What follows belongs to an exercise in optimizing a design on an open flow for a short achievable clock period and few clock cycles; a production flow would make more cautious choices. No driver is modelled on the clock port, so clocking that relies on it looks cheaper here than on a real chip. Power figures rest on the tool's default switching activity, not on a simulated workload.

== job 1427 ==
## Simple_Single_CPU
module Simple_Single_CPU
(
    input         clk_i,
    input         rst_n,
    output [31:0] imem_addr_o,
    input  [31:0] imem_rdata_i,
    output [31:0] dmem_addr_o,
    output [31:0] dmem_wdata_o,
    output        dmem_we_o,
    output        dmem_re_o,
    input  [31:0] dmem_rdata_i
);
For scale: about 7,900 cells after synthesis, roughly 160 I/O pins, roughly 91,000 sq um of cells after synthesis.
export LEC_CHECK = 0
export ABC_CLOCK_PERIOD_IN_PS = 5000
export CAP_MARGIN = 20
export CORE_MARGIN = 2
export CORE_UTILIZATION = 35
export PLACE_DENSITY = 0.5
export SETUP_SLACK_MARGIN = 5
export SLEW_MARGIN = 20
export SYNTH_HIERARCHICAL = 1
create_clock -name core_clock -period 11.0 [get_ports {clk_i}]
standard.sh (not shown) runs the stock make flow with config.mk's settings and CLKGATE_MAP_FILE= SYNTH_SCRIPT=/design/flow/synth_recipe.tcl, a recipe that flattens the netlist after the stock synthesis.
==> flow/flow/run.sh <==
#!/bin/bash
# The standard layout (the standard.sh, its synthesis unchanged), with these
# changes to how the layout is optimised:
#  - timing repair aims at a slack well above the 11 ns clock's, so that it keeps
#    shortening the critical paths;
#  - the port buffers are buf_8 cells rather than the resizer's default choice;
#  - an extra timing repair pass after CTS (flow/post_cts.tcl), through ORFS's
#    step hook.
# make's full output goes to standard_make.log; each ORFS step also keeps its own
# log under orfs/logs/.
set -euo pipefail
F=$(pwd)/flow
bash standard.sh SETUP_SLACK_MARGIN=7.6 \
    "BUFFER_PORTS_ARGS=-buffer_cell sky130_fd_sc_hd__buf_8" \
    POST_CTS_TCL=$F/post_cts.tcl \
    finish > standard_make.log 2>&1
==> flow/flow/post_cts.tcl <==
# Run after CTS's own timing repair.
# 1. Weak gates that drive long nets: a single-strength cell whose net spans more
#    than 50 um (half-perimeter of its pins' cells) becomes the strength-4 (else 2)
#    cell of the same function, so that later extraction finds no slow, long,
#    weakly driven wire that the repair, working from estimates, left alone.
# 2. One more timing repair pass, then legalize.
set block [ord::get_db_block]
set db [ord::get_db]
set thr [expr {50 * [$block getDbUnitsPerMicron]}]
set n 0
foreach net [$block getNets] {
  if {[$net getSigType] ne "SIGNAL"} { continue }
  set drv ""
  set xs {}
  set ys {}
  foreach it [$net getITerms] {
    set b [[$it getInst] getBBox]
    lappend xs [$b xMin]
    lappend ys [$b yMin]
    if {[$it isOutputSignal]} { set drv [$it getInst] }
  }
  if {$drv eq "" || [llength $xs] < 2} { continue }
  set hp [expr {[tcl::mathfunc::max {*}$xs] - [tcl::mathfunc::min {*}$xs] + [tcl::mathfunc::max {*}$ys] - [tcl::mathfunc::min {*}$ys]}]
  if {$hp < $thr} { continue }
  set m [[$drv getMaster] getName]
  if {![regexp {^(sky130_fd_sc_hd__(nand|nor|a2|o2|a3|o3|a4|o4|inv|xor|xnor|and|or|mux)[a-z0-9]*)_[01]$} $m -> base]} { continue }
  foreach s {4 2} {
    set nm [$db findMaster ${base}_$s]
    if {$nm ne ""} {
      $drv swapMaster $nm
      incr n
      break
    }
  }
}
puts "post_cts: upsized $n weak drivers of long nets"
detailed_placement
estimate_parasitics -placement
report_worst_slack -max
repair_timing_helper
detailed_placement
check_placement -verbose
estimate_parasitics -placement
report_worst_slack -max
What job 783 does differently from job 1427 at the input level:
--- a/flow/design.v
+++ b/flow/design.v
@@ -14,22 +14,24 @@
     reg  [31:0] pcO;      
     reg         fwE;      
     reg         fastE;    
     reg         lateE;    
     reg         rdmE;     
     reg         stE;      
     reg         brE;      
     reg         jalrE;    
     reg         auiE;     
     reg         x1E;      
     reg  [4:0]  rdE;
+    reg  [31:0] predPC;
+    reg  [4:0]  predS;
     reg  [4:0]  predR;
     reg         predV;
     reg  [31:0] kP;
     reg         kLoad;    
     reg  [31:0] A, B, R2, pcE, tgtE, valE;
     reg         mSum, mOr, mAnd, mVal, slowE, sltE;
     reg         wM, ldM, weM, reM;
     reg         x1M;      
     reg  [4:0]  rdM;
     reg  [31:0] resM, sdM;
     reg  [31:0] resMo;    
@@ -119,26 +121,25 @@
     wire zk1, zk2, zk1b, zk2b, nk1, nk2;
     cpu_zselg u_zs1 (.oh(ohz1), .z(zfk), .y(zk1));
     cpu_zselg u_zs2 (.oh(ohz2), .z(zfk), .y(zk2));
     cpu_zselg u_zs3 (.oh(ohz1), .z(zfk), .y(zk1b));
     cpu_zselg u_zs4 (.oh(ohz2), .z(zfk), .y(zk2b));
     cpu_zselg u_nz1 (.oh(ohz1), .z(nzfk), .y(nk1));
     cpu_zselg u_nz2 (.oh(ohz2), .z(nzfk), .y(nk2));
     wire off4   = (immB == 32'd4);
     wire sameBR = (rs1 == rs2);
     wire eqP;
     cpu_sumeq u_seq (.a(A), .b(B), .k(kP), .eq(eqP));
-    wire lpOK = fastE & mSum & predV & eqP & ~(wM & (rdM == predR));    
-    wire lpT;
-    cpu_lpt u_lpt (.ok(lpOK), .c1(rdE == rs1), .c2(predR == rs2), .y(lpT));
-    wire bSame  = sameBR | lpT;             
+    wire lpT = predV & (pcF == predPC) & fastE & mSum & (rdE == predS) & eqP &
+               ~(wM & (rdM == predR));
+    wire bSame  = sameBR | (dBR & lpT);     
     wire brT    = dBR & ~off4 & (bSame | (zk1 & zk2));                    
     wire brN    = dBR & (off4 | (~sameBR & ((zk1 & nk2) | (nk1 & zk2))));  
     wire [31:0] pc4F;
     wire [18:0] pcH13p, pcH13m, tB0, tB1;
     wire [10:0] pcH21p, pcH21m, tJ0, tJ1;
     wire [19:0] bjHp, bjHm, tR0, tR1;
     cpu_inc4 u_pc4 (.a(pcF), .y(pc4F));
     cpu_incdec #(19) u_h13 (.a(pcF[31:13]), .p(pcH13p), .m(pcH13m));
     cpu_incdec #(11) u_h21 (.a(pcF[31:21]), .p(pcH21p), .m(pcH21m));
     cpu_incdec #(20) u_bjh (.a(baseJ[31:12]), .p(bjHp), .m(bjHm));
     cpu_hipre #(19) u_pb (.sg(I[31]), .h(pcF[31:13]), .hp(pcH13p), .hm(pcH13m), .y0(tB0), .y1(tB1));
@@ -235,23 +236,27 @@
         R2    <= r2v;
         pcE   <= pcF;
         tgtE  <= tB;
         valE  <= dAUI ? auiF : pc4F;
         mVal  <= dVal;
         mOr   <= aOr;
         mAnd  <= aAnd;
         mSum  <= ~dVal & ~aOr & ~aAnd;
         slowE <= aSlow;
         sltE  <= aSlt;
         baseJ <= (vF & dAUI & rdnz) ? auiF : x1n;
-        if (vF & dBR & fwE & (rdE == rs1)) predR <= rs2;
+        if (vF & dBR & fwE & (rdE == rs1)) begin
+            predR  <= rs2;
+            predS  <= rs1;
+            predPC <= pcF;
+        end
         if (kLoad) kP <= R2;
         else if (wM & (rdM == predR)) kP <= mval;
         ldM   <= rdmE;
         x1M   <= x1E;
         rdM   <= rdE;
         resM  <= resMn;
         resMo <= resMno;
         sdM   <= R2;
         if (wM) rf[rdM] <= mval;
     end
     assign dmem_addr_o  = resMo;
@@ -700,31 +705,22 @@
         end
         for (i = 0; i < 8; i = i + 1) begin : l2
             g_nand4 g (.a(e[4*i]), .b(e[4*i+1]), .c(e[4*i+2]), .d(e[4*i+3]), .y(t[i]));
         end
         for (i = 0; i < 4; i = i + 1) begin : l3
             g_nor2 g (.a(t[2*i]), .b(t[2*i+1]), .y(u[i]));
         end
     endgenerate
     g_nand4 g4 (.a(u[0]), .b(u[1]), .c(u[2]), .d(u[3]), .y(en));
     g_inv   g5 (.a(en), .y(eq));
 endmodule
-module cpu_lpt
-(
-    input  ok,
-    input  c1,
-    input  c2,
-    output y
-);
-    assign y = ok & c1 & c2;
-endmodule
 module g_mux2 (input s, input a, input b, output y);
     assign y = s ? a : b;
 endmodule
 module cpu_pass #(parameter W = 32)
 (
     input  [W-1:0] a,
     output [W-1:0] y
 );
     assign y = a;
 endmodule
 module g_a31o (input a, input b, input c, input d, output y);
==> notes.md <==
- Job 783 did not stop at any stage, and its layout met the timing, DRC and antenna checks.
- Wire: job 783 routes more than job 1427
- Job 783 vs job 1427: power up in job 783
- Compared to job 1427, job 783 reaches a lower achievable clock.
- [job 783] power per cell area rose about 1.5% relative to job 1427
- From job 1427 to job 783 the numbers moved as follows: flip-flop and latch count picked up an extra about 2.5%; antenna cell count picked up an extra 1; cell depth of the worst flop-to-flop path +5.
Function was not checked in any run of this note: the RTL went through the layout flow alone.

---

## run 1
Simple_Single_CPU, a different RTL version from the one above (not shown whole).
Size in the first run: roughly 8,100 cells after synthesis, about 93,000 sq um of cells after synthesis.
Design Simple_Single_CPU, start of the top module:
module Simple_Single_CPU
(
    input         clk_i,
    input         rst_n,
    output [31:0] imem_addr_o,
    input  [31:0] imem_rdata_i,
    output [31:0] dmem_addr_o,
    output [31:0] dmem_wdata_o,
    output        dmem_we_o,
    output        dmem_re_o,
    input  [31:0] dmem_rdata_i
);
clock: 11.0 ns
lec_check: 0
abc_clock_period_in_ps: 5000
cap_margin: 20
core_margin: 2
core_utilization: 35
place_density: 0.5
setup_slack_margin: 5
slew_margin: 20
synth_hierarchical: 1
Scripts as last shown in full above: flow/flow/run.sh, flow/flow/post_cts.tcl
Run 1 completed every stage of the flow, and the final layout passed the timing, DRC and antenna checks.
Inputs modified between run 1 and run 2:
--- a/flow/design.v
+++ b/flow/design.v
@@ -6,19 +6,18 @@
     input  [31:0] imem_rdata_i,
     output [31:0] dmem_addr_o,
     output [31:0] dmem_wdata_o,
     output        dmem_we_o,
     output        dmem_re_o,
     input  [31:0] dmem_rdata_i
 );
     reg  [31:0] pcF;
     reg  [31:0] pcO;      
-    reg  [31:0] pcC;      
     reg         fwE;      
     reg         fastE;    
     reg         lateE;    
     reg         rdmE;     
     reg         stE;      
     reg         brE;      
     reg         jalrE;    
     reg         auiE;     
     reg         x1E;      
@@ -124,19 +123,19 @@
     cpu_zselg u_zs2 (.oh(ohz2), .z(zfk), .y(zk2));
     cpu_zselg u_zs3 (.oh(ohz1), .z(zfk), .y(zk1b));
     cpu_zselg u_zs4 (.oh(ohz2), .z(zfk), .y(zk2b));
     cpu_zselg u_nz1 (.oh(ohz1), .z(nzfk), .y(nk1));
     cpu_zselg u_nz2 (.oh(ohz2), .z(nzfk), .y(nk2));
     wire off4   = (immB == 32'd4);
     wire sameBR = (rs1 == rs2);
     wire eqP;
     cpu_sumeq u_seq (.a(A), .b(B), .k(kP), .eq(eqP));
-    wire lpPre = predV & (pcC == predPC) & fastE & mSum & (rdE == predS) &
+    wire lpPre = predV & (pcF == predPC) & fastE & mSum & (rdE == predS) &
                  ~(wM & (rdM == predR));
     wire lpT;
     g_and2 u_lpt (.a(lpPre), .b(eqP), .y(lpT));
     wire bSame  = sameBR | (dBR & lpT);     
     wire brT    = dBR & ~off4 & (bSame | (zk1 & zk2));                    
     wire brN    = dBR & (off4 | (~sameBR & ((zk1 & nk2) | (nk1 & zk2))));  
     wire [31:0] pc4F;
     wire [18:0] pcH13p, pcH13m, tB0, tB1;
     wire [10:0] pcH21p, pcH21m, tJ0, tJ1;
@@ -182,41 +181,37 @@
     cpu_mux2 #(32) u_p4h (.s(lduse), .a(pcF), .b(pc4F), .y(p4h));
     wire [31:0] pcN, pcNo;
     cpu_pcsel u_pcn (
         .sE(mispE), .j4n(j4n), .bZ(bZ), .bS(bS), .zk1(zk1), .zk2(zk2), .zk1b(zk1b), .zk2b(zk2b),
         .cB(cB), .cBn(cBn), .dJ(dJ), .cJ(cJ), .dR(dR), .cR(cR),
         .e(rtgt), .p4(p4h),
         .rl(tRl), .r1(tR1), .r0(tR0), .jl(tJl), .j1(tJ1), .j0(tJ0),
         .bl(tBl), .b1(tB1), .b0(tB0), .y(pcN));
     cpu_pass #(32) u_pco (.a(pcN), .y(pcNo));
-    wire [31:0] pcNc;
-    cpu_pass #(32) u_pcc (.a(pcN), .y(pcNc));
     wire vF = ~mispE & ~lduse;    
     wire        x1w  = wM & x1M;
     wire [31:0] x1M1 = x1w ? mval : rfflat[63:32];
     wire [31:0] x1n  = x1E ? valE : x1M1;
     always @(posedge clk_i or negedge rst_n) begin
         if (!rst_n) begin
             pcF   <= 32'd0;
             pcO   <= 32'd0;
-            pcC   <= 32'd0;
             fwE   <= 1'b0; fastE <= 1'b0; lateE <= 1'b0; rdmE <= 1'b0; stE <= 1'b0;
             brE   <= 1'b0; jalrE <= 1'b0; auiE <= 1'b0; x1E <= 1'b0;
             predV <= 1'b0;
             kLoad <= 1'b0;
             bjBad <= 1'b0;
             wM    <= 1'b0; weM <= 1'b0; reM <= 1'b0;
             rfv   <= 31'd0;
             zf    <= ~(31'd1 << 28);    
         end else begin
             pcF   <= pcN;
             pcO   <= pcNo;
-            pcC   <= pcNc;
             fwE   <= vF & dWen;
             fastE <= vF & dWen & ~dLD & ~aSlow;
             lateE <= vF & dWen & (dLD | aSlow);
             rdmE  <= vF & dLD;
             stE   <= vF & dST;
             brE   <= vF & dBR & ~brT & ~brN;
             kLoad <= vF & dBR & fwE & (rdE == rs1) & (rdE != rs2);
             if (vF & dBR & fwE & (rdE == rs1)) predV <= 1'b0;
             else if (kLoad) predV <= 1'b1;
@@ -245,19 +240,19 @@
         mOr   <= aOr;
         mAnd  <= aAnd;
         mSum  <= ~dVal & ~aOr & ~aAnd;
         slowE <= aSlow;
         sltE  <= aSlt;
         baseJ <= (vF & dAUI & rdnz) ? auiF : x1n;
         if (vF & dBR & fwE & (rdE == rs1)) begin
             predR  <= rs2;
             predS  <= rs1;
-            predPC <= pcC;
+            predPC <= pcF;
         end
         if (kLoad) kP <= R2;
         else if (wM & (rdM == predR)) kP <= mval;
         ldM   <= rdmE;
         x1M   <= x1E;
         rdM   <= rdE;
         resM  <= resMn;
         resMo <= resMno;
         sdM   <= R2;
### Flow results
Max maximum vdd drop across run 2 and run 1: run 1. Going from run 1 to run 2, the number of tap instances was found to have gone down by 0.51%. Of run 2 and run 1, the run reporting the higher design area was run 1. Run 2 vs run 1, share of layout cells above drive strength 1 went down by 1.4 points. | cell area after technology mapping | run 2 vs run 1 | about 1.2% lower |. The count of clock-buffer cells in the layout reported for run 2 is smaller than that of run 1 by 4.1%.
No run of this note included a check of the RTL's function; only the layout flow was run.

## afterwards: timing with drivers on the ports
No port has a modelled driver above. Below, the same layouts with a new extraction and two added sets of constraints. Step 1, drivers: a clkbuf_16 drives clk_i and a buf_2 each remaining input, both assumed. Step 2 times the ports against the registers' clock, not the clock port: input delays grow and output delays shrink by t, the midpoint of the rising clock arrivals with the driver on. a / b / c = ideal ports / drivers / drivers and shift; a / b = the first two.
run | t, ns | setup slack, ns | worst setup path at the end | slew at the worst register clock pin (ns) | cell pins on the clock port's net
job 1427 | 0.943 | 7.124 / 6.983 / 6.040 | input to register | 0.07 / 0.07 | 1
job 783 | 0.973 | 7.017 / 6.934 / 5.961 | input to register | 0.07 / 0.07 | 1
run 1 | 0.980 | 7.110 / 7.023 / 6.043 | input to register | 0.07 / 0.07 | 1
run 2 | 0.966 | 7.144 / 7.057 / 6.091 | input to register | 0.07 / 0.07 | 1
After both steps every run listed still meets setup and hold. For job 1427, which loses most, drivers alone change the setup slack by -0.141 ns; drivers and shift together by -1.084 ns.
